Background: an optimization exercise with open tools, aiming at small area and a short achievable clock period. Do not read the settings as production practice. At most, simulation tests tie the RTL to the original design; equivalence was not proved. Function not checked in run 1: the RTL went through the layout flow alone. Power figures rest on the tool's default switching activity, not on a simulated workload.

===== flow/config.mk =====
export PLATFORM = sky130hd
export DESIGN_NAME = MAIN2
export DESIGN_NICKNAME = MAIN2
export VERILOG_FILES = /design/flow/design.v
export SDC_FILE = /design/flow/constraint.sdc
export NUM_CORES = 4
export LEC_CHECK = 0
export CAP_MARGIN = 20
export CORE_MARGIN = 2
export CORE_UTILIZATION = 55
export CTS_CLUSTER_DIAMETER = 80
export CTS_CLUSTER_SIZE = 25
export SETUP_SLACK_MARGIN = 5
export SLEW_MARGIN = 20
export SYNTH_HIERARCHICAL = 1
export SYNTH_MINIMUM_KEEP_SIZE = 0

===== flow/constraint.sdc =====
create_clock -name core_clock -period 14.0 [get_ports {CLK}]
set_input_delay 2.8000 -clock core_clock [delete_from_list [all_inputs] [get_ports {CLK}]]
set_output_delay 2.8000 -clock core_clock [all_outputs]
set_load 0.01 [all_outputs]

===== flow/design.v =====
`timescale 1ns / 1ps
module WbBit(ls, bk, ns, nv, y);
	input [3:0] ls;       
	input [3:0] bk;       
	input ns;             
	input nv;
	output y;
	wire t0, t1;
	AOI222 u0 (.a1(ls[0]), .a2(bk[0]), .b1(ls[1]), .b2(bk[1]), .c1(ls[2]), .c2(bk[2]), .y(t0));
	AOI22  u1 (.a1(ls[3]), .a2(bk[3]), .b1(ns), .b2(nv), .y(t1));
	assign y = ~(t0 & t1);
endmodule
`timescale 1ns / 1ps
module AOI222(a1, a2, b1, b2, c1, c2, y);
	input a1, a2, b1, b2, c1, c2;
	output y;
	assign y = ~((a1 & a2) | (b1 & b2) | (c1 & c2));
endmodule
module AOI22(a1, a2, b1, b2, y);
	input a1, a2, b1, b2;
	output y;
	assign y = ~((a1 & a2) | (b1 & b2));
endmodule
module RegRead(sel, bsel, d, bd, out);
	input [31:1] sel;
	input bsel;
	input [32*32-1:32] d;      
	input [31:0] bd;
	output [31:0] out;
	genvar i, g;
	generate
		for (i = 0; i < 32; i = i + 1) begin : g_bit
			wire [10:0] t;
			for (g = 0; g < 10; g = g + 1) begin : g_aoi
				AOI222 u (.a1(sel[3*g+1]), .a2(d[32*(3*g+1)+i]),
				          .b1(sel[3*g+2]), .b2(d[32*(3*g+2)+i]),
				          .c1(sel[3*g+3]), .c2(d[32*(3*g+3)+i]), .y(t[g]));
			end
			AOI22 u31 (.a1(sel[31]), .a2(d[32*31+i]), .b1(bsel), .b2(bd[i]), .y(t[10]));
			assign out[i] = ~&t;
		end
	endgenerate
endmodule
module BypEq(x, y, v, e);
	input [4:0] x, y;
	input v;
	output e;
	assign e = v & (x == y) & (x != 5'd0);
endmodule
`timescale 1ns / 1ps
module BankRead(sel, d, out);
	input [15:0] sel;
	input [127:0] d;           
	output [7:0] out;
	genvar i, g;
	generate
		for (i = 0; i < 8; i = i + 1) begin : g_bit
			wire [5:0] t;
			for (g = 0; g < 5; g = g + 1) begin : g_aoi
				AOI222 u (.a1(sel[3*g]), .a2(d[8*(3*g)+i]),
				          .b1(sel[3*g+1]), .b2(d[8*(3*g+1)+i]),
				          .c1(sel[3*g+2]), .c2(d[8*(3*g+2)+i]), .y(t[g]));
			end
			assign t[5] = ~(sel[15] & d[8*15+i]);
			assign out[i] = ~&t;
		end
	endgenerate
endmodule
`timescale 1ns / 1ps
module MAIN2(rst, CLK, imem_addr, imem_data, wb_valid, wb_rd, wb_data, SALIDA);
	input rst;
	input CLK;
	output [11:0] imem_addr;
	input [31:0] imem_data;
	output reg wb_valid;
	output reg [4:0] wb_rd;
	output [31:0] wb_data;
	output reg [31:0] SALIDA;
	wire [31:0] ins = imem_data;
	wire [6:0] op  = ins[6:0];
	wire [4:0] rd  = ins[11:7];
	wire [2:0] f3  = ins[14:12];
	wire [4:0] rs1 = ins[19:15];
	wire [4:0] rs2 = ins[24:20];
	wire [6:0] f7  = ins[31:25];
	wire is_r    = (op == 7'b0110011);
	wire is_i    = (op == 7'b0010011);
	wire is_ld   = (op == 7'b0000011);
	wire is_st   = (op == 7'b0100011);
	wire is_br   = (op == 7'b1100011);
	wire is_jalr = (op == 7'b1100111);
	wire is_jal  = (op == 7'b1101111);
	wire is_lui  = (op == 7'b0110111);
	wire f7_0  = (f7 == 7'b0000000);
	wire f7_20 = (f7 == 7'b0100000);
	wire r_ok   = is_r & (f7_0 | f7_20);
	wire i_add  = is_i & (f3 == 3'b000);
	wire i_xor  = is_i & (f3 == 3'b100);
	wire i_and  = is_i & (f3 == 3'b111);
	wire i_sll  = is_i & (f3 == 3'b001);
	wire i_sr   = is_i & (f3 == 3'b101) & (f7_0 | f7_20);
	wire ld_bu  = is_ld & (f3 == 3'b100);
	wire ld_w   = is_ld & (f3 == 3'b010);
	wire st_w   = is_st & (f3 == 3'b010);
	wire st_b   = is_st & (f3 == 3'b000);
	wire wen = r_ok | i_add | i_xor | i_and | i_sll | i_sr | ld_bu | ld_w |
	           is_jal | is_jalr | is_lui;
	reg [32*32-1:32] rf;       
	genvar r;
	generate
		for (r = 1; r < 32; r = r + 1) begin : g_rf
			always @(posedge CLK)
				if (wb_valid && wb_rd == r) rf[32*r +: 32] <= wb_data;
		end
	endgenerate
	wire [31:1] pend, sel1, sel2;
	wire [3:0] lo1, lo2;
	wire [7:0] hi1, hi2;
	genvar q;
	generate
		for (q = 0; q < 4; q = q + 1) begin : g_lo
			assign lo1[q] = (rs1[1:0] == q);
			assign lo2[q] = (rs2[1:0] == q);
		end
		for (q = 0; q < 8; q = q + 1) begin : g_hi
			assign hi1[q] = (rs1[4:2] == q);
			assign hi2[q] = (rs2[4:2] == q);
		end
		for (r = 1; r < 32; r = r + 1) begin : g_sel
			assign pend[r] = wb_valid & (wb_rd == r);
			assign sel1[r] = lo1[r % 4] & hi1[r / 4] & ~pend[r];
			assign sel2[r] = lo2[r % 4] & hi2[r / 4] & ~pend[r];
		end
	endgenerate
	wire byp1, byp2;
	BypEq be1 (.x(rs1), .y(wb_rd), .v(wb_valid), .e(byp1));
	BypEq be2 (.x(rs2), .y(wb_rd), .v(wb_valid), .e(byp2));
	wire [31:0] a, b;
	RegRead rp1 (.sel(sel1), .bsel(byp1), .d(rf), .bd(wb_data), .out(a));
	RegRead rp2 (.sel(sel2), .bsel(byp2), .d(rf), .bd(wb_data), .out(b));
	wire [31:0] imm_i = {{20{ins[31]}}, ins[31:20]};
	wire [31:0] imm_s = {{20{ins[31]}}, ins[31:25], ins[11:7]};
	wire sub = is_r & f7_20;
	wire [31:0] opb = is_r ? (sub ? ~b : b) : imm_i;
	wire [31:0] sum = a + opb + {31'd0, sub};      
	wire [31:0] xo  = a ^ imm_i;
	wire [31:0] an  = a & imm_i;
	wire [4:0] sh = ins[24:20];
	wire [31:0] arev, srev;
	generate
		for (q = 0; q < 32; q = q + 1) begin : g_rev
			assign arev[q] = a[31-q];
			assign srev[q] = shr[31-q];
		end
	endgenerate
	wire left = ~f3[2];
	wire [31:0] shin = left ? arev : a;
	wire [31:0] shr = $signed({~left & f7[5] & a[31], shin}) >>> sh;
	wire [31:0] shv = left ? srev : shr;
	reg [511:0] mem;           
	wire [5:0] m = is_st ? {ins[25], ins[11:7]} : ins[25:20];
	wire [2:0] s2 = a[1:0] + m[1:0];
	wire [1:0] o = s2[1:0];
	wire [63:0] msel;          
	reg [63:0] msel_q;         
	wire [31:0] bo;            
	wire [31:0] wr;
	wire [63:0] b2 = {b, b};
	assign wr = b2[(6'd32 - {o, 3'b000}) +: 32];    
	wire gpio_hit;
	genvar j, k;
	generate
		for (j = 0; j < 4; j = j + 1) begin : g_bank
			wire [5:0] mj = m + 6'd3 - j;
			wire [5:2] x = a[5:2] ^ mj[5:2];
			wire [5:2] g = a[5:2] & mj[5:2];
			wire [5:2] p = a[5:2] | mj[5:2];
			wire c = (a[1] & mj[1]) | ((a[1] | mj[1]) & a[0] & mj[0]);
			for (k = 0; k < 16; k = k + 1) begin : g_row
				localparam [3:0] K = k;
				assign msel[16*j+k] = ((x[2] ^ K[0]) == c) &
				                      ((x[3] ^ K[1]) == (K[0] ? g[2] : p[2])) &
				                      ((x[4] ^ K[2]) == (K[1] ? g[3] : p[3])) &
				                      ((x[5] ^ K[3]) == (K[2] ? g[4] : p[4]));
			end
			wire bwe = ~rst & (st_w | (st_b & (o == j)));
			for (k = 0; k < 16; k = k + 1) begin : g_wr
				wire we = bwe & msel[16*j+k] & ((k != (16 - j) / 4) | ~gpio_hit);
				always @(posedge CLK)
					if (we) mem[8*(4*k+j) +: 8] <= wr[8*j +: 8];
			end
			wire [127:0] bank;
			for (k = 0; k < 16; k = k + 1) begin : g_bk
				assign bank[8*k +: 8] = mem[8*(4*k+j) +: 8];
			end
			BankRead br (.sel(msel_q[16*j +: 16]), .d(bank), .out(bo[8*j +: 8]));
		end
	endgenerate
	wire [15:0] lsel;          
	genvar i, t;
	generate
		for (i = 0; i < 4; i = i + 1) begin : g_lane
			for (t = 0; t < 4; t = t + 1) begin : g_ls
				assign lsel[4*i+t] = is_ld & (o == ((t - i) & 3)) & ((i == 0) | ~ld_bu);
			end
		end
	endgenerate
	localparam [31:0] GPIO_ADDR = 32'h0000ABCD;
	wire [31:0] need_c = a ^ imm_s ^ GPIO_ADDR;
	wire [31:0] gen_c  = {(GPIO_ADDR[30:0] & a[30:0] & imm_s[30:0]) |
	                      (~GPIO_ADDR[30:0] & (a[30:0] | imm_s[30:0])), 1'b0};
	assign gpio_hit = (need_c == gen_c);
	always @(posedge CLK) begin
		if (rst) SALIDA <= 32'd0;
		else if ((st_w | st_b) & gpio_hit) SALIDA <= b;
	end
	reg [11:0] pc;
	assign imem_addr = pc;
	wire [11:0] pc4 = pc + 12'd4;
	wire taken = is_jal | (is_br & (a != b));
	wire [9:0] joff = is_jal ? {ins[20], ins[30:22]} : {ins[7], ins[30:25], ins[11:9]};
	wire [11:0] target = pc + {joff, 2'b00};
	wire [11:0] npc = is_jalr ? {sum[11:2], 2'b00} : taken ? target : pc4;
	always @(posedge CLK) begin
		if (rst) pc <= 12'd0;
		else pc <= npc;
	end
	reg [31:0] other;          
	always @* begin
		other = sum;
		if (is_lui) other = {ins[31:12], 12'd0};
		else if (is_jal | is_jalr) other = {20'd0, pc4};
		else if (i_xor) other = xo;
		else if (i_and) other = an;
		else if (i_sll | i_sr) other = shv;
	end
	reg [31:0] other_q;
	reg [15:0] lsel_q;
	reg ns_q;
	always @(posedge CLK) begin
		msel_q <= msel;
		lsel_q <= lsel;
		ns_q <= ~is_ld;
		other_q <= other;
	end
	generate
		for (i = 0; i < 32; i = i + 1) begin : g_wb
			WbBit u (.ls(lsel_q[4*(i / 8) +: 4]),
			         .bk({bo[24 + i % 8], bo[16 + i % 8], bo[8 + i % 8], bo[i % 8]}),
			         .ns(ns_q), .nv(other_q[i]), .y(wb_data[i]));
		end
	endgenerate
	always @(posedge CLK) begin
		if (rst) wb_valid <= 1'b0;
		else wb_valid <= wen & (rd != 5'd0);
		wb_rd <= rd;
	end
endmodule

===== flow/flow/run.sh =====
#!/bin/bash
set -euo pipefail
bash standard.sh MATCH_CELL_FOOTPRINT=0 SETUP_SLACK_MARGIN=7.5 finish > standard.log 2>&1

===== flow/standard.sh =====
#!/bin/bash
# synth_recipe.tcl (not shown) runs the flow's synth.tcl, then flattens the netlist and writes it again
# the make line also repeats each setting of config.mk as NAME=value (left out here)
make -C /OpenROAD-flow-scripts/flow DESIGN_CONFIG=/design/flow/config.mk WORK_HOME=/design/flow/orfs CLKGATE_MAP_FILE= SYNTH_SCRIPT=/design/flow/synth_recipe.tcl "${@:-finish}"

==> results.yml, run 1 <==
sta:
  final-hold-violation-count: 0
  period_needed_ns: 7.15
  period_share_pct: 51.1
  setup_viol: 0
  fin_ws_ns: 6.85
  tightestPinTransition_ns: 1.16
  fmax_mhz: 140
  fin_setup_tns_ns: 0
  maxSlewHeadroom_pct: 22.4
  skew_ns: 0.0565
  slew_viol_final: 0
  rsz0062_at_grt: "yes"
floorplan:
  coreArea_um2: 132000
  start_util_pct: 55.6
  io_pins: 116
  die_h_um: 369
  die_area_um2: 136000
  rows: 133
  fp.dieW_um: 369
global_route:
  antenna_found_initial: 21
  grt_pass1_wl_mm: 399
  first_global_vias: 52600
  globalRoute.busiestLayer: "met2"
  grt_overflow_total: 0
  met2_usage_pct: 64.1
  met1_usage_pct: 53.2
  use_met3_pct: 10.9
  grt_use_total_pct: 41.4
  grt_max_degree: 57
detailed_routing:
  routed_via_density: 7.85
  totalWireLength_mm: 296
  drt.antenna.violating_nets: 0
  drtIter0Drc: 14300
  first_pass_iters: 14
  drcViolationCount: 0
  wire_per_inst_um: 40.8
  vias: 57000
status:
  outcome: "timing/DRC/antenna clean"
clock_tree:
  clk-insertion-delay-late_ns: 0.76
  clock-root-buffer: "clkbuf_16"
  cts_tree: "built"
  clk_pin_slew_ns: 0.09
  cts.sinks: 1657
  htreeDepth: 3
  clk_path_buf_depth: 3
  numCtsBuffers: 84
worst_setup_path:
  r2r_cells: 22
  cp-start-kind: "input pin"
  cp.arrival_ns: 7.74
  crit_path_max_fanout: 8
  critPathCaptureType: "register"
  required_ns: 14.59
  criticalPathCategory: "in -> reg"
synth:
  yosys.area.top_type: "edfxtp_1"
  syn_inst: 4871
  yosys_warnings: 7
  synth_cell_types: 85
  ys.flop_type: "edfxtp_1"
  syn_area_per_cell_um2: 15.0
  synth-edff-count: 1504
  ys_ff_latch: 1657
  synth_top_area_share_pct: 61.6
  seq_area_frac_synth_pct: 65.8
  postSynth.asyncResetShare_pct: 0
  synth_area_um2: 73300
  synth_area_leaders: "edfxtp_1, a222oi_1, dfxtp_1, ha_1, mux2i_1"
power_and_ir_drop:
  switchingPower_mw: 4.53
  power_density_nw_per_um2: 150
  p_sw_share_pct: 34.2
  clkPwrFrac_pct: 21.3
  power_frac_seq_pct: 47.1
  p_leak_nw: 29.0
  vdd_drop_max_v: 0.000128
  pwr-share-comb_pct: 31.6
  p_int_mw: 8.72
placed_design:
  place.gp.congestion: 1.01
  io_buffer_count: 113
  placed_cells_incl_taps: 6778
  dp_hpwl_mm: 180
  postPlaceCellArea_um2: 79900
  pre_cts_ws_ns: 4.25
hold_path:
  hp-class: "reg -> reg"
  holdPathStages: 2
cells_and_area:
  nFillCells: 9264
  utilization_pct: 67.0
  regArea_um2: 48200
  layout-drive-gt1-share_pct: 24.7
  layout.nets: 5606
  final_area_um2: 88300
  multi_input_area_um2: 28100
  area_delta_synth_final_pct: 20.5
  finalNonFillerCells: 7260
flow_run:
  cap_violations: 0
==> synth_stat cells, types with 21 or more instances <==
master	count
or3_1	74
a222oi_1	834
nand4_1	177
xor2_1	115
a22oi_2	96
nor4_1	21
o22ai_1	26
xnor2_1	81
nor2_1	257
edfxtp_1	1504
o21ai_0	89
clkbuf_1	97
mux2i_1	124
nand2_1	230
and3_1	43
inv_1	62
ha_1	132
mux2_2	37
nand3_1	104
mux4_2	45
a211oi_1	28
nor3_1	127
a21oi_1	108
dfxtp_1	153
==> per-module statistics from Yosys (local to each module, per instance) <==
module    cells  flip-flops and latches
MAIN2      3535                    1657
BypEq        10                       0
AOI22         1                       0
RegRead     128                       0
WbBit         1                       0
BankRead     25                       0
AOI222        1                       0
==> final cells by class <==
cell class / count / area share [%]
Antenna cell: 10 / 0.0284
Sequential cell: 1657 / 54.7
Inverter: 66 / 0.319
Clock inverter: 31 / 0.452
Clock buffer: 113 / 2.54
Multi-Input combinational cell: 3017 / 31.9
Tap cell: 1755 / 2.49
Timing Repair Buffer: 611 / 7.63
==> kinds of logic (layout without fill, tap and decap cells) <==
kind of cell,after synthesis,count (layout),synth area share (%)
flip-flops,1657,1657,65.8
AO/OA/AOI/OAI,1338,1338,16.6
AND/OR/NAND/NOR,1115,1121,7.60
XOR/XNOR,211,211,2.74
multiplexers,209,209,3.73
buffers and inverters,204,821,1.12
adder cells (fa/ha/maj),136,136,2.35
other,1,12,0.00512
==> timing repair <==
item | in CTS | in global routing
hold buffers | 0 | 0
cloned | 18 | 14
endpoints found under the setup margin | 1190 | 664
gates resized for setup | 392 | 161
buffers inserted | 206 | 89
pin swaps | 228 | 174
==> stage by stage <==
| step | power [mW] | hold WS [ns] |
|---|---|---|
| 2_1_floorplan | 8.25 | 0.536 |
| 3_3_place_gp | 9.64 | 0.481 |
| 3_5_place_dp | 9.66 | 0.489 |
| 4_1_cts | 12.9 | 0.512 |
| 5_1_grt | 13.6 | 0.534 |
| 6_report | 13.3 | 0.503 |
==> layout by cell type, fill, tap and decap left out, types with 23 or more instances in the layout <==
master           netlist  routed
nor2_1               257     185
buf_4                  7     331
clkbuf_16              0     106
mux2_2                37      36
dfxtp_1              153     142
inv_1                 62      54
mux2i_4                2      23
a21oi_1              108      92
a222oi_1             834     834
a22oi_2               96     103
nand2_2                1      29
o21ai_0               89      59
nor3_2                 0      54
nand4_1              177     177
or3_4                  1      66
nor3_4                 0      35
clkdlybuf4s50_1        0      74
xnor2_1               81      56
mux2i_1              124     102
mux4_2                45      45
nor2_4                 0      69
clkbuf_1              97      27
nand3_1              104      88
nor3_1               127      38
and3_1                43      41
dlymetal6s2s_1         0      26
xor2_1               115      95
edfxtp_1            1504    1504
nand2_1              230     194
buf_12                 0      89
ha_1                 132     102
buf_6                  1      52
==> worst paths after layout <==
kind | from | end | slack [ns]
worst max-delay path | imem_data[23] | other_q[31]$_DFF_P_ | 6.85
worst min-delay path | SALIDA[31]$_SDFFE_PP0P_ | SALIDA[31]$_SDFFE_PP0P_ | 0.50
worst max register to register | wb_rd[0]$_DFF_P_ | other_q[30]$_DFF_P_ | 7.20
worst min register to register | SALIDA[31]$_SDFFE_PP0P_ | SALIDA[31]$_SDFFE_PP0P_ | 0.50
==> per-layer routing <==
metal  wire, um  vias to the layer above
met5        107                        -
met4      23000                       18
met3      42300                     1108
met2     132000                     5135
met1      99000                    28100
li1           -                    22600
==> worst max-delay path, stage by stage <==
cell        delay [ns]
buf_8             0.10
buf_12            0.13
clkinvlp_4        0.09
buf_12            0.15
nor2_4            0.05
nand2_4           0.11
nor3_4            0.05
buf_12            0.17
buf_6             0.16
a222oi_1          0.39
nand4_1           0.42
or3_4             0.57
xor2_1            0.18
a21oi_1           0.09
ha_2              0.46
and4_4            0.27
nand4_1           0.14
a211oi_4          0.28
nor3_2            0.10
o21bai_1          0.24
a311oi_2          0.15
xnor2_1           0.20
a221oi_2          0.27
o21ai_1           0.10
==> state kept, by name, indices dropped and copies added, names as in the netlist <==
signal	count
lsel_q	8
mem	512
ns_q	1
wb_valid	1
SALIDA	32
wb_rd	5
rf	992
msel_q	64
pc	10
other_q	32
==> power by group through the flow <==
stage,combinational [mW],clock (mW),sequential [mW]
6_report,4.19,2.83,6.24
5_1_grt,4.29,3.01,6.25
4_1_cts,3.83,2.83,6.24
3_5_place_dp,3.31,0,6.36
3_3_place_gp,3.28,0,6.36
2_1_floorplan,1.97,0,6.28
==> inputs of run 2 (changes only) <==
--- a/flow/design.v
+++ b/flow/design.v
@@ -1,5 +1,7 @@
 `timescale 1ns / 1ps
-module WbBit(ls, bk, ns, nv, y);
+module WbBit(ls, bk, ss, sv, ns, nv, y);
 	input [3:0] ls;       
 	input [3:0] bk;       
+	input ss;             
+	input sv;
 	input ns;             
@@ -9,3 +11,3 @@
 	AOI222 u0 (.a1(ls[0]), .a2(bk[0]), .b1(ls[1]), .b2(bk[1]), .c1(ls[2]), .c2(bk[2]), .y(t0));
-	AOI22  u1 (.a1(ls[3]), .a2(bk[3]), .b1(ns), .b2(nv), .y(t1));
+	AOI222 u1 (.a1(ls[3]), .a2(bk[3]), .b1(ss), .b2(sv), .c1(ns), .c2(nv), .y(t1));
 	assign y = ~(t0 & t1);
@@ -229,3 +231,3 @@
 	always @* begin
-		other = sum;
+		other = 32'd0;
 		if (is_lui) other = {ins[31:12], 12'd0};
@@ -236,5 +238,5 @@
 	end
-	reg [31:0] other_q;
+	reg [31:0] sum_q, other_q;
 	reg [15:0] lsel_q;
-	reg ns_q;
+	reg ss_q, ns_q;
 	always @(posedge CLK) begin
@@ -242,3 +244,5 @@
 		lsel_q <= lsel;
-		ns_q <= ~is_ld;
+		ss_q <= r_ok | i_add;
+		ns_q <= is_lui | is_jal | is_jalr | i_xor | i_and | i_sll | i_sr;
+		sum_q <= sum;
 		other_q <= other;
@@ -249,3 +253,3 @@
 			         .bk({bo[24 + i % 8], bo[16 + i % 8], bo[8 + i % 8], bo[i % 8]}),
-			         .ns(ns_q), .nv(other_q[i]), .y(wb_data[i]));
+			         .ss(ss_q), .sv(sum_q[i]), .ns(ns_q), .nv(other_q[i]), .y(wb_data[i]));
 		end
==> results.yml, run 2 <==
status:
  outcome: "timing/DRC/antenna clean"
detailed_routing:
  drcViolationCount: 0
  drt.antenna.violating_nets: 0
  totalWireLength_mm: 309
  first_pass_iters: 14
  vias: 57700
  wire_per_inst_um: 42.3
  drtIter0Drc: 14300
  routed_via_density: 7.89
clock_tree:
  clk_pin_slew_ns: 0.10
  cts.sinks: 1690
  clk-insertion-delay-late_ns: 0.77
  numCtsBuffers: 87
  cts_tree: "built"
  clk_path_buf_depth: 3
  clock-root-buffer: "clkbuf_16"
  htreeDepth: 3
placed_design:
  dp_hpwl_mm: 181
  io_buffer_count: 113
  pre_cts_ws_ns: 4.69
  place.gp.congestion: 0.984
  postPlaceCellArea_um2: 80000
synth:
  synth_cell_types: 82
  postSynth.asyncResetShare_pct: 0
  synth_area_um2: 73500
  ys.flop_type: "edfxtp_1"
  yosys_warnings: 7
  yosysMostFrequentCell: "edfxtp_1"
  synth_top_area_share_pct: 61.5
  syn_inst: 4791
  syn_area_per_cell_um2: 15.3
  seq_area_frac_synth_pct: 66.5
  synthTopCellsByCount: "edfxtp_1, a222oi_1, nor2_1, nand2_1, dfxtp_1"
  synth-edff-count: 1504
  yosys.area.top_type: "edfxtp_1"
  ys_ff_latch: 1690
  synth_area_leaders: "edfxtp_1, a222oi_1, dfxtp_1, ha_1, mux4_2"
sta:
  fin_setup_tns_ns: 0
  setup_viol: 0
  slew_viol_final: 0
  fmax_mhz: 139
  final-hold-violation-count: 0
  period_needed_ns: 7.22
  rsz0062_at_grt: "yes"
  period_share_pct: 51.6
  maxSlewHeadroom_pct: 19.0
  tightestPinTransition_ns: 1.21
  fin_ws_ns: 6.78
  skew_ns: 0.0504
worst_setup_path:
  criticalPathCategory: "in -> reg"
  cp.arrival_ns: 7.86
  cp-start-kind: "input pin"
  critPathCaptureType: "register"
  required_ns: 14.64
  crit_path_max_fanout: 32
hold_path:
  hp-class: "reg -> reg"
global_route:
  grt_overflow_total: 0
  grt_pass1_wl_mm: 405
  grt_use_total_pct: 42.5
  first_global_vias: 52200
  antenna_found_initial: 14
  grt_max_degree: 47
cells_and_area:
  mostFrequentLayoutCells: "edfxtp_1, a222oi_1, buf_4"
  largestRegisters: "rf: 992 flops, mem: 512 flops, msel_q: 64 flops"
  final_area_um2: 90600
  largest_register: "rf"
  area_delta_synth_final_pct: 23.3
  layout-drive-gt1-share_pct: 28.2
  layout.nets: 5657
  largest_reg_flops: 992
  final_common_cell: "edfxtp_1"
  nFillCells: 9117
  utilization_pct: 68.1
floorplan:
  rows: 134
  die_h_um: 370
  die_area_um2: 137000
  fp.dieW_um: 370
  start_util_pct: 55.3
  coreArea_um2: 133000
  io_pins: 116
flow_run:
  cap_violations: 0
power_and_ir_drop:
  p_leak_nw: 28.5
  vdd_drop_max_v: 0.000127
  power_mw: 12.8
  power_density_nw_per_um2: 141
[run 2: cell types whose count changed after synthesis, sizes merged, moves of 27 or more]
cell    previous run  this run
a222oi           834       879
a22oi            112        74
dfxtp            153       186
mux2i            127        97
mux4              45        72
nand2            231       187
[run 2: kinds of logic after synthesis]
kind of cell    synth area share [%]
xor+xnor                        2.73
buf+inv                         1.12
fa+ha+maj                       2.36
simple gates                    7.26
flops                           66.5
other cells                  0.00510
mux                             3.86
compound gates                  16.1
[run 2: worst max-delay path, cell delays in order]
cell and delay, ns:
buf_12 0.10, buf_12 0.13, nand3_4 0.10, nor3_2 0.08, buf_12 0.22, a222oi_1 0.74
nand4_1 0.58, or3_4 0.64, xor2_1 0.19, a21oi_1 0.10, ha_2 0.26, a211oi_4 0.34
o21ai_2 0.13, a221oi_2 0.22, buf_4 0.18, a21boi_4 0.08, o31ai_4 0.32, a21boi_2 0.10
buf_4 0.14, buf_6 0.11, o211ai_1 0.15, nand3_1 0.09
[run 2: cell type report]
cell class,count,area (um^2),area share [%]
Multi-Input combinational cell,2903,28400,31.3
Clock buffer,111,2340,2.58
Clock inverter,32,402,0.443
Timing Repair inverter,2,22.5,0.0249
Antenna cell,5,12.5,0.0138
Sequential cell,1690,48900,54.0
Inverter,74,363,0.401
Timing Repair Buffer,730,8000,8.83
Tap cell,1768,2210,2.44
[run 2: Yosys stat by module, one instance, submodules excluded]
module / flops+latches / cells
MAIN2: 1690 / 3455
RegRead: 0 / 128
BankRead: 0 / 25
BypEq: 0 / 10
AOI22: 0 / 1
AOI222: 0 / 1
WbBit: 0 / 1
[run 2: per-layer routing]
metal  part of all wire, %  GRT usage, %  vias to the layer above  wire [um]
met4                   9.3          29.0                       22      28700
li1                      -             -                    22700          -
met2                    43          62.6                     5284     132000
met3                    15          13.0                     1157      46000
met1                    33          54.0                    28600     102000
met5                  0.12         0.392                        -        356
[run 2: power breakdown]
part	switching, mW	internal (mW)	total (mW)
Clock	1.72	1.24	2.96
Combinational	2.47	1.46	3.92
Sequential	0.110	5.80	5.91
[run 2: path summary, 6_finish.rpt]
path	slack [ns]	depth (start not counted)	end	start
min	0.58	2	SALIDA[25]$_SDFFE_PP0P_	SALIDA[25]$_SDFFE_PP0P_
max	6.78	22	sum_q[21]$_DFF_P_	imem_data[24]
min reg2reg	0.58	2	SALIDA[25]$_SDFFE_PP0P_	SALIDA[25]$_SDFFE_PP0P_
max reg2reg	6.86	22	sum_q[21]$_DFF_P_	wb_rd[0]$_DFF_P_
[run 2: through the flow]
| stage | cells | hold WS, ns |
|---|---|---|
| after detailed placement | 6696 | 0.547 |
| after global routing | 7310 | 0.620 |
| after floorplan | 4792 | 0.531 |
| after CTS | 7129 | 0.569 |
| after global placement | 6696 | 0.562 |
| final | 7315 | 0.584 |
[run 2: what timing repair did]
item                                    in CTS  in global routing
hold buffers                                 0                  0
buffers inserted                           273                163
endpoints found under the setup margin    1233                947
resized for setup                          395                339
cloned                                      17                 18
pin swaps                                  261                234
hold endpoints to repair                     0                  0
==> inputs of run 3 (changes only) <==
--- a/flow/design.v
+++ b/flow/design.v
@@ -172,2 +172,9 @@
 	wire gpio_hit;
+	wire [3:0] sbe;            
+	reg [3:0] sbe_q;
+	reg [31:0] wr_q;
+	always @(posedge CLK) begin
+		sbe_q <= sbe;
+		wr_q <= wr;
+	end
 	genvar j, k;
@@ -187,7 +194,6 @@
 			end
-			wire bwe = ~rst & (st_w | (st_b & (o == j)));
+			assign sbe[j] = ~rst & ~gpio_hit & (st_w | (st_b & (o == j)));
 			for (k = 0; k < 16; k = k + 1) begin : g_wr
-				wire we = bwe & msel[16*j+k] & ((k != (16 - j) / 4) | ~gpio_hit);
 				always @(posedge CLK)
-					if (we) mem[8*(4*k+j) +: 8] <= wr[8*j +: 8];
+					if (sbe_q[j] && msel_q[16*j+k]) mem[8*(4*k+j) +: 8] <= wr_q[8*j +: 8];
 			end
==> results.yml, run 3 <==
status:
  outcome: "timing/DRC/antenna clean"
placed_design:
  dp_hpwl_mm: 180
  place.gp.congestion: 1.04
  placed_cells_incl_taps: 6713
  io_buffer_count: 113
  postPlaceCellArea_um2: 79100
cells_and_area:
  largest_register: "rf"
  mostFrequentLayoutCells: "edfxtp_1, a222oi_1, buf_4"
  area_delta_synth_final_pct: 18.7
  largest_reg_flops: 992
  final_common_cell: "edfxtp_1"
  layout-drive-gt1-share_pct: 23.2
  largestRegisters: "rf: 992 flops, mem: 512 flops, msel_q: 64 flops"
  nFillCells: 9519
  finalNonFillerCells: 7216
  multi_input_area_um2: 26300
  regArea_um2: 49600
  layout.nets: 5554
  final_area_um2: 87800
worst_setup_path:
  r2r-start: "wb_rd[1]$_DFF_P_"
  criticalPathCategory: "in -> reg"
  critPathLaunch: "imem_data[16]"
  crit_path_max_fanout: 32
  required_ns: 14.61
  cp-start-kind: "input pin"
  rrSetupSlack_ns: 7.18
  r2r_cells: 13
  critPathCaptureType: "register"
  cp.arrival_ns: 7.80
  timing.rr.end: "other_q[23]$_DFF_P_"
  worstSetupEndpoint: "other_q[23]$_DFF_P_"
global_route:
  grt_pass1_wl_mm: 408
  grt_use_total_pct: 42.7
  grt_max_degree: 53
  first_global_vias: 52100
  antenna_found_initial: 32
  grt_overflow_total: 0
detailed_routing:
  drt.antenna.violating_nets: 0
  wire_per_inst_um: 41.8
  totalWireLength_mm: 302
  drtIter0Drc: 13700
  routed_via_density: 7.83
  vias: 56500
  drcViolationCount: 0
  first_pass_iters: 13
synth:
  seq_area_frac_synth_pct: 67.1
  synth_top_area_share_pct: 61.1
  synth_cell_types: 86
  ys.flop_type: "edfxtp_1"
  syn_area_per_cell_um2: 15.4
  synth_area_um2: 74000
  ys_ff_latch: 1726
  synth-edff-count: 1504
  syn_inst: 4800
  yosys_warnings: 7
  synthTopCellsByCount: "edfxtp_1, a222oi_1, nor2_1, dfxtp_1, nand2_1"
  synth_area_leaders: "edfxtp_1, a222oi_1, dfxtp_1, mux4_2, ha_1"
  postSynth.asyncResetShare_pct: 0
  yosysMostFrequentCell: "edfxtp_1"
  yosys.area.top_type: "edfxtp_1"
floorplan:
  fp.dieW_um: 371
  die_area_um2: 137000
  start_util_pct: 55.4
  io_pins: 116
  die_h_um: 371
  coreArea_um2: 133000
  rows: 134
clock_tree:
  clock-root-buffer: "clkbuf_16"
  clk_pin_slew_ns: 0.10
  numCtsBuffers: 88
  clk_path_buf_depth: 3
  cts_tree: "built"
  clk-insertion-delay-late_ns: 0.77
  cts.sinks: 1726
  htreeDepth: 3
sta:
  fin_setup_tns_ns: 0
  skew_ns: 0.0503
  setup_viol: 0
  slew_viol_final: 0
  rsz0062_at_grt: "yes"
  period_share_pct: 51.4
  fmax_mhz: 139
  tightestPinTransition_ns: 1.14
  maxSlewHeadroom_pct: 24.0
  final-hold-violation-count: 0
  period_needed_ns: 7.19
power_and_ir_drop:
  vdd_drop_max_v: 0.000127
  p_leak_nw: 28.1
  power_density_nw_per_um2: 132
flow_run:
  cap_violations: 0
hold_path:
  hp-class: "reg -> reg"
run 3: cell types whose count changed in the layout (fill, tap and decap cells not counted), moves of 21 or more:
cell     change
nand2_1     +24
and2_1      +63
dfxtp_1     +21
xor2_1      +24
buf_4       -56
buf_12      -66
nor3_4      -26
nor2_4      -40
run 3: layout make-up:
cell class | count | area share (%)
sequential | 1726 | 56.5
multi-input combinational | 2880 | 29.9
timing repair buffer | 616 | 7.46
clock buffer | 112 | 2.66
tap | 1768 | 2.52
clock inverter | 31 | 0.541
inverter | 72 | 0.348
antenna | 10 | 0.0285
timing repair inverter | 1 | 0.00570
run 3: where the power goes:
part / internal [mW] / total (mW) / switching (mW) / leakage [nW]
Clock: 1.28 / 2.99 / 1.71 / 1.34
Combinational: 1.04 / 2.74 / 1.71 / 12.7
Sequential: 5.67 / 5.88 / 0.204 / 14.1
Total: 7.99 / 11.6 / 3.62 / 28.1
run 3: stage by stage:
step	setup slack, ns	hold WS (ns)	power [mW]	util, %
2_1_floorplan	4.46	0.536	7.14	-
3_3_place_gp	4.93	0.478	8.09	59.3
3_5_place_dp	4.86	0.488	8.10	59.3
4_1_cts	7.22	0.511	11.4	64.6
5_1_grt	6.87	0.543	11.8	65.8
6_report	6.81	0.503	11.6	65.8
run 3: what timing repair did:
| action | CTS | global route |
|---|---|---|
| resized for setup | 510 | 219 |
| gates cloned | 41 | 4 |
| buffers inserted | 217 | 88 |
| hold buffers | 0 | 0 |
| pin swaps | 219 | 203 |
| setup endpoints to repair | 242 | 147 |
run 3: worst min path at each step:
stage                            startpoint                 endpoint  slack, ns  depth (start not counted)
floorplan           SALIDA[10]$_SDFFE_PP0P_  SALIDA[10]$_SDFFE_PP0P_       0.54                          2
CTS                 SALIDA[18]$_SDFFE_PP0P_  SALIDA[18]$_SDFFE_PP0P_       0.51                          2
finish              SALIDA[18]$_SDFFE_PP0P_  SALIDA[18]$_SDFFE_PP0P_       0.50                          2
global route         SALIDA[6]$_SDFFE_PP0P_   SALIDA[6]$_SDFFE_PP0P_       0.54                          2
global placement    SALIDA[14]$_SDFFE_PP0P_  SALIDA[14]$_SDFFE_PP0P_       0.48                          2
detailed placement  SALIDA[18]$_SDFFE_PP0P_  SALIDA[18]$_SDFFE_PP0P_       0.49                          2
run 3: Yosys stat by module, one instance, submodules excluded, excerpt:
| module | flip-flops and latches | cells inside | times used |
|---|---|---|---|
| BankRead | 0 | 25 | 4 |
| WbBit | 0 | 1 | 32 |
| AOI222 | 0 | 1 | 864 |
| RegRead | 0 | 128 | 2 |
| AOI22 | 0 | 1 | 64 |
| MAIN2 | 1726 | 3464 | 1 |
run 3: kinds of logic (layout without fill, tap and decap cells):
| kind of cell | Yosys count | count (layout) | synth area share, % |
|---|---|---|---|
| AO/OA/AOI/OAI | 1298 | 1300 | 15.9 |
| XOR/XNOR | 208 | 208 | 2.54 |
| flip-flops | 1726 | 1726 | 67.1 |
| adder cells (fa/ha/maj) | 136 | 136 | 2.33 |
| AND/OR/NAND/NOR | 1058 | 1062 | 7.31 |
| buffers and inverters | 201 | 832 | 1.15 |
| multiplexers | 172 | 172 | 3.66 |
| other | 1 | 12 | 0.00507 |
run 3: worst max-delay path, cell delays in order:
cell      delay (ns)
buf_6           0.18
or2_4           0.27
nor3_2          0.08
buf_6           0.25
a222oi_1        0.57
nand4_1         0.83
or3_4           0.78
mux4_2          0.50
mux4_2          0.49
mux4_2          0.57
a211oi_2        0.34
a21oi_1         0.07
run 3: layer usage:
layer  global-route usage [%]  vias to the layer above  share of wire [%]
met3                     12.9                     1066                 14
met4                     29.8                       44                9.1
met1                     54.2                    28000                 34
met5                    0.594                        -               0.14
li1                         -                    22400                  -
met2                     62.8                     4969                 43
==> inputs of run 4 (changes only) <==
==> flow/flow/run.sh (replaced) <==
#!/bin/bash
set -euo pipefail
bash standard.sh MATCH_CELL_FOOTPRINT=0 SETUP_SLACK_MARGIN=7 finish > standard.log 2>&1
==> results.yml, run 4 <==
clock_tree:
  clk_pin_slew_ns: 0.10
  htreeDepth: 3
  clk_path_buf_depth: 3
  cts.sinks: 1726
  cts_tree: "built"
  ctsHoldBuffers: 0
  clk-insertion-delay-late_ns: 0.77
  clock-root-buffer: "clkbuf_16"
  numCtsBuffers: 88
synth:
  ys_ff_latch: 1726
  synth_area_um2: 74000
  synth_area_leaders: "edfxtp_1, a222oi_1, dfxtp_1, mux4_2, ha_1"
  synth-edff-count: 1504
  synth_top_area_share_pct: 61.1
  yosysMostFrequentCell: "edfxtp_1"
  ys.flop_type: "edfxtp_1"
  yosys_warnings: 7
  syn_inst: 4800
  postSynth.asyncResetShare_pct: 0
  yosys.area.top_type: "edfxtp_1"
  seq_area_frac_synth_pct: 67.1
  syn_area_per_cell_um2: 15.4
  synth_cell_types: 86
  synthTopCellsByCount: "edfxtp_1, a222oi_1, nor2_1, dfxtp_1, nand2_1"
power_and_ir_drop:
  power_mw: 11.2
  vdd_drop_max_v: 0.000126
  power_frac_seq_pct: 52.4
  switchingPower_mw: 3.47
  p_leak_nw: 26.1
  p_sw_share_pct: 30.9
  p_int_mw: 7.74
  clkPwrFrac_pct: 26.7
  power_density_nw_per_um2: 133
  pwr-share-comb_pct: 21.0
hold_path:
  min_to: "SALIDA[18]$_SDFFE_PP0P_"
  hp-class: "reg -> reg"
  holdPathStages: 2
  holdCritStartpoint: "SALIDA[18]$_SDFFE_PP0P_"
worst_setup_path:
  r2r-start: "wb_valid$_SDFF_PP0_"
  cp-start-kind: "input pin"
  r2r_cells: 16
  rrSetupSlack_ns: 7.11
  criticalPathCategory: "in -> reg"
  cp.arrival_ns: 7.86
  critPathCaptureType: "register"
  crit_path_max_fanout: 7
  required_ns: 14.60
  timing.rr.end: "other_q[23]$_DFF_P_"
detailed_routing:
  drcViolationCount: 0
  drtIter0Drc: 13100
  wire_per_inst_um: 41.1
  routed_via_density: 7.79
  vias: 54500
  totalWireLength_mm: 288
  drt.antenna.violating_nets: 0
  first_pass_iters: 15
flow_run:
  cap_violations: 0
sta:
  maxSlewHeadroom_pct: 33.4
  rsz0062_at_grt: "yes"
  setup_viol: 0
  tightestPinTransition_ns: 0.998
  period_share_pct: 51.8
  skew_ns: 0.0541
  period_needed_ns: 7.25
  final-hold-violation-count: 0
  fin_setup_tns_ns: 0
  fmax_mhz: 138
  slew_viol_final: 0
floorplan:
  die_h_um: 371
  die_area_um2: 137000
  io_pins: 116
  fp.dieW_um: 371
  coreArea_um2: 133000
  rows: 134
  start_util_pct: 55.4
global_route:
  antenna_found_initial: 20
  grt_overflow_total: 0
  grt_max_degree: 53
  first_global_vias: 49900
  grt_use_total_pct: 40.2
  grt_pass1_wl_mm: 387
cells_and_area:
  final_area_um2: 84200
  layout-drive-gt1-share_pct: 16.9
  mostFrequentLayoutCells: "edfxtp_1, a222oi_1, dfxtp_1"
  largestRegisters: "rf: 992 flops, mem: 512 flops, msel_q: 64 flops"
  largest_reg_flops: 992
  multi_input_area_um2: 25300
  area_delta_synth_final_pct: 13.9
  regArea_um2: 49600
  nFillCells: 9877
  final_common_cell: "edfxtp_1"
  largest_register: "rf"
  layout.nets: 5326
placed_design:
  io_buffer_count: 113
  dp_hpwl_mm: 180
  place.gp.congestion: 1.04
  postPlaceCellArea_um2: 79100
status:
  outcome: "timing/DRC/antenna clean"
## run 4: area by class of cell
cell class / count / area share (%)
timing repair inverter: 1 / 0.00594
multi-input combinational: 2875 / 30.0
sequential: 1726 / 58.9
clock buffer: 112 / 2.77
clock inverter: 31 / 0.564
antenna: 17 / 0.0505
timing repair buffer: 393 / 4.71
inverter: 72 / 0.353
tap: 1768 / 2.63
## run 4: power groups by stage
stage	Sequential (mW)	Combinational [mW]	Clock, mW
6_report	5.87	2.35	2.99
5_1_grt	5.89	2.40	3.18
4_1_cts	5.87	2.17	3.00
3_5_place_dp	5.99	2.11	0
3_3_place_gp	5.98	2.10	0
2_1_floorplan	5.88	1.27	0
## run 4: kinds of logic (layout without fill, tap and decap cells)
group | count (synthesis) | in the layout | synth area share, %
other | 1 | 19 | 0.00507
AND/OR/NAND/NOR | 1058 | 1059 | 7.31
adder cells (fa/ha/maj) | 136 | 136 | 2.33
multiplexers | 172 | 172 | 3.66
buffers and inverters | 201 | 609 | 1.15
flip-flops | 1726 | 1726 | 67.1
XOR/XNOR | 208 | 208 | 2.54
AO/OA/AOI/OAI | 1298 | 1298 | 15.9
## run 4: stage by stage
step           cells  util [%]  worst slack, ns  hold WS [ns]
2_1_floorplan   4801         -             4.46         0.536
3_3_place_gp    6713      59.3             4.93         0.478
3_5_place_dp    6713      59.3             4.86         0.488
4_1_cts         6901      62.1             6.95         0.511
5_1_grt         6980      63.1             6.89         0.543
6_report        6995      63.1             6.75         0.506
## run 4: how the worst max path moves through the flow
| stage | startpoint | endpoint | slack (ns) |
|---|---|---|---|
| after global routing | imem_data[24] | sum_q[30]$_DFF_P_ | 6.89 |
| after floorplan | imem_data[21] | sum_q[30]$_DFF_P_ | 4.46 |
| after global placement | imem_data[24] | sum_q[30]$_DFF_P_ | 4.93 |
| after detailed placement | imem_data[24] | sum_q[30]$_DFF_P_ | 4.86 |
| final | imem_data[19] | other_q[23]$_DFF_P_ | 6.75 |
| after CTS | imem_data[23] | sum_q[30]$_DFF_P_ | 6.95 |
## run 4: Yosys stat by module (local to each module, per instance)
module	cells inside	copies in the design	area, um^2	flops+latches
MAIN2	3464	1	62200	1726
RegRead	128	2	761	0
BankRead	25	4	135	0
BypEq	10	2	70.1	0
AOI22	1	64	12.5	0
AOI222	1	864	10.0	0
WbBit	1	32	3.75	0
## run 4: routing by layer
layer  up-vias  part of all wire, %  global-route usage, %
li1      21900                    -                      -
met1     27300                   35                   52.9
met5         -                0.052                      0
met3       884                   13                   9.26
met4        18                  8.3                   25.7
met2      4410                   44                   60.5
## run 4: worst max-delay path: stages
cell and delay [ns]:
buf_6 0.12, buf_8 0.16, nand3b_1 0.18, buf_4 0.14, nor3_2 0.07, clkbuf_16 0.23
buf_4 0.20, a222oi_1 0.30, nand4_1 0.69, or3_4 0.76, buf_12 0.19, mux4_2 0.48
mux4_2 0.50, mux4_2 0.58, a211oi_2 0.35, a21oi_1 0.07
## run 4: what timing repair did
| action | 4_1_cts | 5_1_grt |
|---|---|---|
| gates resized for setup | 176 | 143 |
| setup endpoints to repair | 145 | 101 |
| gates cloned | 8 | 12 |
| pin swaps | 47 | 107 |
| buffers inserted | 37 | 65 |
==> inputs of run 5 (changes only) <==
==> flow/flow/run.sh (replaced) <==
#!/bin/bash
set -euo pipefail
bash standard.sh MATCH_CELL_FOOTPRINT=0 SETUP_SLACK_MARGIN=6 finish > standard.log 2>&1
==> results.yml, run 5 <==
worst_setup_path:
  critPathCaptureType: "register"
  cp-start-kind: "input pin"
  crit_path_max_fanout: 32
  criticalPathCategory: "in -> reg"
  rrSetupSlack_ns: 6.91
  cp_common_cell: "mux4_2"
  required_ns: 14.55
  critPathMaxStageDelay_ns: 0.78
  r2r-start: "wb_rd[0]$_DFF_P_"
  crit_chain: "dlymetal6s2s_1, nand3b_1, nor3_2, buf_4, a222oi_1, nand4_1, or3_4, buf_12, mux4_2, mux4_2, inv_1, mux4_2, nor2_1, a21oi_1, o221ai_1"
  r2r_cells: 14
  timing.rr.end: "other_q[18]$_DFF_P_"
  cp_slowest_cell: "nand4_1"
  cp.arrival_ns: 8.41
synth:
  yosys_warnings: 7
  syn_inst: 4800
  yosysMostFrequentCell: "edfxtp_1"
  synth_top_area_share_pct: 61.1
  synth_area_um2: 74000
  seq_area_frac_synth_pct: 67.1
  synthTopCellsByCount: "edfxtp_1, a222oi_1, nor2_1, dfxtp_1, nand2_1"
  syn_area_per_cell_um2: 15.4
  synth_area_leaders: "edfxtp_1, a222oi_1, dfxtp_1, mux4_2, ha_1"
  synth-edff-count: 1504
  yosys.area.top_type: "edfxtp_1"
  ys.flop_type: "edfxtp_1"
  postSynth.asyncResetShare_pct: 0
  ys_ff_latch: 1726
  synth_cell_types: 86
sta:
  period_share_pct: 56.2
  period_needed_ns: 7.86
  tightestPinTransition_ns: 0.996
  rsz0062_at_grt: "yes"
  final-hold-violation-count: 0
  slew_viol_final: 0
  skew_ns: 0.0532
  setup_viol: 0
  fmax_mhz: 127
  fin_setup_tns_ns: 0
  maxSlewHeadroom_pct: 33.5
cells_and_area:
  utilization_pct: 61.4
  largestRegisters: "rf: 992 flops, mem: 512 flops, msel_q: 64 flops"
  area_delta_synth_final_pct: 10.8
  nFillCells: 10200
  layout.nets: 5212
  final_common_cell: "edfxtp_1"
  final_area_um2: 82000
  layout-drive-gt1-share_pct: 13.2
  mostFrequentLayoutCells: "edfxtp_1, a222oi_1, dfxtp_1"
  largest_register: "rf"
  largest_reg_flops: 992
clock_tree:
  clk_pin_slew_ns: 0.10
  cts.sinks: 1726
  clock-root-buffer: "clkbuf_16"
  cts_tree: "built"
  htreeDepth: 3
  clk_path_buf_depth: 3
  clk-insertion-delay-late_ns: 0.76
  numCtsBuffers: 88
detailed_routing:
  routed_via_density: 7.77
  wire_per_inst_um: 40.4
  first_pass_iters: 14
  totalWireLength_mm: 278
  drtIter0Drc: 12800
  drt.antenna.violating_nets: 0
  vias: 53400
  drcViolationCount: 0
status:
  outcome: "timing/DRC/antenna clean"
global_route:
  grt_overflow_total: 0
  grt_pass1_wl_mm: 381
  grt_max_degree: 72
  grt_use_total_pct: 39.5
  first_global_vias: 50000
  antenna_found_initial: 11
power_and_ir_drop:
  power_mw: 11.0
  p_leak_nw: 25.3
  vdd_drop_max_v: 0.000127
  power_density_nw_per_um2: 135
flow_run:
  cap_violations: 0
floorplan:
  rows: 134
  die_area_um2: 137000
  fp.dieW_um: 371
  io_pins: 116
  die_h_um: 371
  start_util_pct: 55.4
  coreArea_um2: 133000
placed_design:
  place.gp.congestion: 0.995
  postPlaceCellArea_um2: 79000
  dp_hpwl_mm: 176
  io_buffer_count: 113
hold_path:
  min_to: "SALIDA[30]$_SDFFE_PP0P_"
  holdPathStages: 2
  hp-class: "reg -> reg"
  holdCritStartpoint: "SALIDA[30]$_SDFFE_PP0P_"
==> run 5: cell counts after synthesis <==
Identical to the previous run, type by type.
==> run 5: logic make-up after synthesis <==
kind of cell | count (synthesis) | share of synthesized area (%)
xor+xnor | 208 | 2.54
simple gates | 1058 | 7.31
compound gates | 1298 | 15.9
flops | 1726 | 67.1
fa+ha+maj | 136 | 2.33
mux | 172 | 3.66
other cells | 1 | 0.00507
buf+inv | 201 | 1.15
==> run 5: where the power goes <==
group / internal [mW] / total (mW) / switching (mW)
Clock: 1.27 / 2.99 / 1.71
Combinational: 0.699 / 2.19 / 1.49
Sequential: 5.67 / 5.86 / 0.194
==> run 5: final cells by class <==
class	instances	area (um^2)	share of cell area, %
multi-input cells	2874	24600	30.0
inverters	72	290	0.354
diodes	11	27.5	0.0336
flip-flops and latches	1726	49600	60.5
clock buffers	117	2380	2.91
repair buffers	279	2410	2.94
well taps	1768	2210	2.70
repair inverters	2	10.0	0.0122
clock inverters	30	405	0.495
==> run 5: per-module statistics from Yosys, one instance, submodules excluded <==
module | flip-flops and latches | copies in the design | cell area [um^2]
WbBit | 0 | 32 | 3.75
AOI22 | 0 | 64 | 12.5
AOI222 | 0 | 864 | 10.0
BypEq | 0 | 2 | 70.1
RegRead | 0 | 2 | 761
MAIN2 | 1726 | 1 | 62200
BankRead | 0 | 4 | 135
==> run 5: per-stage QoR <==
| stage | cells | setup slack [ns] | hold WS (ns) |
|---|---|---|---|
| after floorplan | 4801 | 4.46 | 0.536 |
| after global placement | 6714 | 4.65 | 0.483 |
| after detailed placement | 6714 | 4.58 | 0.486 |
| after CTS | 6865 | 6.00 | 0.509 |
| after global routing | 6872 | 6.00 | 0.553 |
| final | 6879 | 6.14 | 0.503 |
==> run 5: worst max path at each step <==
stage	startpoint	to	slack, ns	depth (start not counted)
6_report	imem_data[19]	other_q[10]$_SDFF_PP0_	6.14	15
5_1_grt	imem_data[24]	sum_q[30]$_DFF_P_	6.00	22
4_1_cts	imem_data[15]	wr_q[31]$_DFF_P_	6.00	14
2_1_floorplan	imem_data[21]	sum_q[30]$_DFF_P_	4.46	24
3_3_place_gp	imem_data[23]	sum_q[30]$_DFF_P_	4.65	23
3_5_place_dp	imem_data[23]	sum_q[30]$_DFF_P_	4.58	23
==> run 5: repair_timing <==
action / 4_1_cts / 5_1_grt
endpoints found under the setup margin: 36 / 57
hold buffers: 0 / 0
pin swaps: 1 / 9
setup buffers: 2 / 3
gates cloned: 2 / 0
resized for setup: 7 / 27
==> run 5: routing by layer <==
layer | track usage [%] | wire [um]
met2 | 60.7 | 125000
met5 | 0 | 26
met3 | 9.09 | 35700
met1 | 51.0 | 96600
met4 | 25.0 | 21000
==> run 5: worst max-delay path, delay by kind of cell <==
| kind | cells | cell delay [ns] |
|---|---|---|
| mux | 3 | 1.21 |
| buf+inv | 4 | 1.25 |
| simple gates | 5 | 1.99 |
| compound gates | 3 | 1.12 |
==> inputs of run 6 (changes only) <==
==> flow/flow/run.sh (replaced) <==
#!/bin/bash
set -euo pipefail
bash standard.sh MATCH_CELL_FOOTPRINT=0 SETUP_SLACK_MARGIN=6.5 finish > standard.log 2>&1
==> results.yml, run 6 <==
global_route:
  grt_max_degree: 61
  grt_pass1_wl_mm: 391
  grt_overflow_total: 0
  grt_use_total_pct: 40.5
  antenna_found_initial: 16
  first_global_vias: 50100
power_and_ir_drop:
  power_mw: 11.1
  p_leak_nw: 25.3
  vdd_drop_max_v: 0.0000998
  power_density_nw_per_um2: 134
sta:
  fin_setup_tns_ns: 0
  tightestPinTransition_ns: 1.14
  skew_ns: 0.0537
  period_needed_ns: 7.55
  rsz0062_at_grt: "yes"
  setup_viol: 0
  fin_ws_ns: 6.45
  period_share_pct: 54.0
  maxSlewHeadroom_pct: 24.0
  slew_viol_final: 0
  fmax_mhz: 132
  final-hold-violation-count: 0
placed_design:
  dp_hpwl_mm: 183
  postPlaceCellArea_um2: 79100
  place.gp.congestion: 1.01
  pre_cts_ws_ns: 4.93
  io_buffer_count: 113
synth:
  yosys_warnings: 7
  ys_ff_latch: 1726
  synth_fa_ha_area_share_pct: 2.33
  ys.flop_type: "edfxtp_1"
  syn_area_per_cell_um2: 15.4
  synth_top_family_by_area: "compound AO/OA/AOI/OAI gates"
  yosysMostFrequentCell: "edfxtp_1"
  synthTopCellsByCount: "edfxtp_1, a222oi_1, nor2_1, dfxtp_1, nand2_1"
  synth-edff-count: 1504
  seq_area_frac_synth_pct: 67.1
  synth_cell_types: 86
  synth_area_um2: 74000
  synth-simple-area-share_pct: 7.31
  synth_compound_area_share_pct: 15.9
  synth_area_leaders: "edfxtp_1, a222oi_1, dfxtp_1, mux4_2, ha_1"
  synth_top_area_share_pct: 61.1
  yosys.area.top_type: "edfxtp_1"
  syn_inst: 4800
  synth_mux_area_share_pct: 3.66
  synthXorXnorAreaFrac_pct: 2.54
  postSynth.asyncResetShare_pct: 0
worst_setup_path:
  path_depth: 17
  critPathLaunch: "imem_data[19]"
  cp_slowest_cell: "or3_4"
  crit_chain: "clkbuf_2, nor2_1, nand2_1, nor3_2, buf_4, a222oi_1, nand4_1, or3_4, inv_1, ha_1, xnor2_2, nand4_1, nor4_2, nand4_1, buf_4, mux2i_1, nor2_1"
  cp.arrival_ns: 8.17
  cp_num_buf_inv: 4
  critPathCaptureType: "register"
  critPathMaxStageDelay_ns: 0.67
  r2r-start: "wb_valid$_SDFF_PP0_"
  cp_common_cell: "nand4_1"
  cp-start-kind: "input pin"
  rrSetupSlack_ns: 6.96
  criticalPathCategory: "in -> reg"
  timing.rr.end: "SALIDA[25]$_SDFFE_PP0P_"
  crit_path_max_fanout: 32
  r2r_cells: 18
  worstSetupEndpoint: "SALIDA[25]$_SDFFE_PP0P_"
  required_ns: 14.62
  cpLargestDelayFamily: "simple AND/OR/NAND/NOR gates"
clock_tree:
  htreeDepth: 3
  cts_tree: "built"
  clk_path_buf_depth: 3
  clock-root-buffer: "clkbuf_16"
  clk-insertion-delay-late_ns: 0.77
  cts.sinks: 1726
  ctsHoldBuffers: 0
  clk_pin_slew_ns: 0.10
  numCtsBuffers: 89
cells_and_area:
  largest_register: "rf"
  layout-drive-gt1-share_pct: 14.0
  largest_reg_flops: 992
  final_common_cell: "edfxtp_1"
  mostFrequentLayoutCells: "edfxtp_1, a222oi_1, dfxtp_1"
  area_delta_synth_final_pct: 11.3
  largestRegisters: "rf: 992 flops, mem: 512 flops, msel_q: 64 flops"
  final_area_um2: 82300
  layout.nets: 5216
  nFillCells: 10000
hold_path:
  holdCritStartpoint: "SALIDA[24]$_SDFFE_PP0P_"
  hp-class: "reg -> reg"
floorplan:
  rows: 134
  coreArea_um2: 133000
  die_h_um: 371
  io_pins: 116
  fp.dieW_um: 371
  start_util_pct: 55.4
  die_area_um2: 137000
detailed_routing:
  totalWireLength_mm: 284
  drcViolationCount: 0
  drtIter0Drc: 13900
  drt.antenna.violating_nets: 0
  first_pass_iters: 15
  wire_per_inst_um: 41.3
  routed_via_density: 7.84
  vias: 53900
flow_run:
  cap_violations: 0
status:
  outcome: "timing/DRC/antenna clean"
[run 6: changes by cell type in the layout (fill, tap and decap cells not counted), sizes merged]
cell           change
clkinvlp           -5
clkinv             +2
clkbuf             +3
clkdlybuf4s50      -1
inv                +3
diode              +1
dlymetal6s2s       -5
buf                +4
[run 6: metrics by stage]
stage,cells,utilization (%),hold WS (ns)
finish,6881,61.7,0.508
global route,6873,61.7,0.536
CTS,6865,61.5,0.513
detailed placement,6712,59.2,0.489
global placement,6712,59.2,0.483
floorplan,4801,-,0.536
[run 6: layout make-up]
class	instances	area (um^2)	share of cell area, %
well taps	1768	2210	2.69
inverters	72	289	0.351
clock inverters	32	427	0.518
multi-input cells	2874	24900	30.2
clock buffers	113	2380	2.89
diodes	12	30.0	0.0365
flip-flops and latches	1726	49600	60.3
repair buffers	284	2520	3.07
[run 6: worst register-to-register path, cell delays in order, from the launching register on]
cell and delay, ns:
dfxtp_1 0.78, nor2b_1 0.40, nand2_1 0.31, nor2_4 0.14, buf_4 0.57, nor3_2 0.13
buf_4 0.34, a222oi_1 0.66, nand4_1 0.54, or3_4 0.67, inv_1 0.14, ha_1 0.37
xnor2_2 0.39, nand4_1 0.17, nor4_2 0.38, nand4_1 0.15, buf_4 0.32, mux2i_1 0.41
nor2_1 0.06
[run 6: worst min path at each step]
| stage | end | slack (ns) | cells after the start |
|---|---|---|---|
| after detailed placement | SALIDA[22]$_SDFFE_PP0P_ | 0.49 | 2 |
| after global routing | SALIDA[24]$_SDFFE_PP0P_ | 0.54 | 2 |
| final | SALIDA[24]$_SDFFE_PP0P_ | 0.51 | 2 |
| after global placement | SALIDA[18]$_SDFFE_PP0P_ | 0.48 | 2 |
| after CTS | SALIDA[24]$_SDFFE_PP0P_ | 0.51 | 2 |
| after floorplan | SALIDA[10]$_SDFFE_PP0P_ | 0.54 | 2 |
[run 6: logic make-up (layout without fill, tap and decap cells)]
kind of cell / count (synthesis) / after routing
AO/OA/AOI/OAI: 1298 / 1298
XOR/XNOR: 208 / 208
adder cells (fa/ha/maj): 136 / 136
buffers and inverters: 201 / 501
flip-flops: 1726 / 1726
multiplexers: 172 / 172
other: 1 / 14
AND/OR/NAND/NOR: 1058 / 1058
[run 6: what timing repair did]
item                       in CTS  in global routing
setup buffers                   7                  4
resized for setup              40                 52
gates cloned                    1                  0
setup endpoints to repair     106                 83
pin swaps                      16                 19
[run 6: where the power goes]
part / switching [mW] / leakage, nW / total [mW] / internal [mW]
combinational: 1.50 / 9.91 / 2.23 / 0.726
clock: 1.69 / 1.35 / 2.97 / 1.28
sequential: 0.200 / 14.1 / 5.87 / 5.67
[run 6: per-module statistics from Yosys, one instance, submodules excluded, a selection]
module,copies in the design,flip-flops and latches
AOI222,864,0
RegRead,2,0
BypEq,2,0
BankRead,4,0
WbBit,32,0
MAIN2,1,1726
[run 6: layer usage]
metal,up-vias,global-route usage (%),routed length [um],part of all wire [%]
met5,-,0.245,100,0.035
met4,10,26.2,22900,8.1
met3,784,9.58,37400,13
met2,4617,60.7,125000,44
met1,26800,53.3,99100,35
li1,21700,-,-,-

[afterwards: timing with drivers on the ports]
How much do the figures lean on ideal ports? The routed layouts below were timed once more, with nothing changed but the port constraints.
Step 1 sets driving cells, clkbuf_16 on the clock port and buf_2 on the other inputs (assumed; they add their load-dependent delay and slew).
Step 2 times the ports against the registers' clock, not the clock port: input delays grow and output delays shrink by t, the midpoint of the rising clock arrivals with the driver on.
a / b / c = ideal / step 1 / step 2; a / b = the first two.
run	t (ns)	setup slack, ns	hold WS [ns]	clock arrival spread, ns	worst data-port slew with drivers (ns)
run 1	0.816	6.847 / 6.867 / 6.052	0.503 / 0.503 / 0.503	0.056 / 0.057	0.09
run 2	0.830	6.781 / 6.726 / 5.896	0.584 / 0.584 / 0.584	0.051 / 0.050	0.32
run 3	0.831	6.807 / 6.639 / 5.808	0.503 / 0.503 / 0.503	0.051 / 0.051	0.42
run 4	0.829	6.749 / 6.709 / 5.880	0.506 / 0.506 / 0.506	0.054 / 0.054	0.30
run 5	0.818	6.138 / 6.195 / 5.377	0.503 / 0.503 / 0.503	0.057 / 0.056	0.06
run 6	0.822	6.447 / 6.396 / 5.575	0.508 / 0.508 / 0.508	0.056 / 0.055	0.19
After both steps setup and hold are still met in every run listed. The setup slack of run 3, which loses most, moves by -0.168 ns with the drivers and by -0.999 ns with both steps.
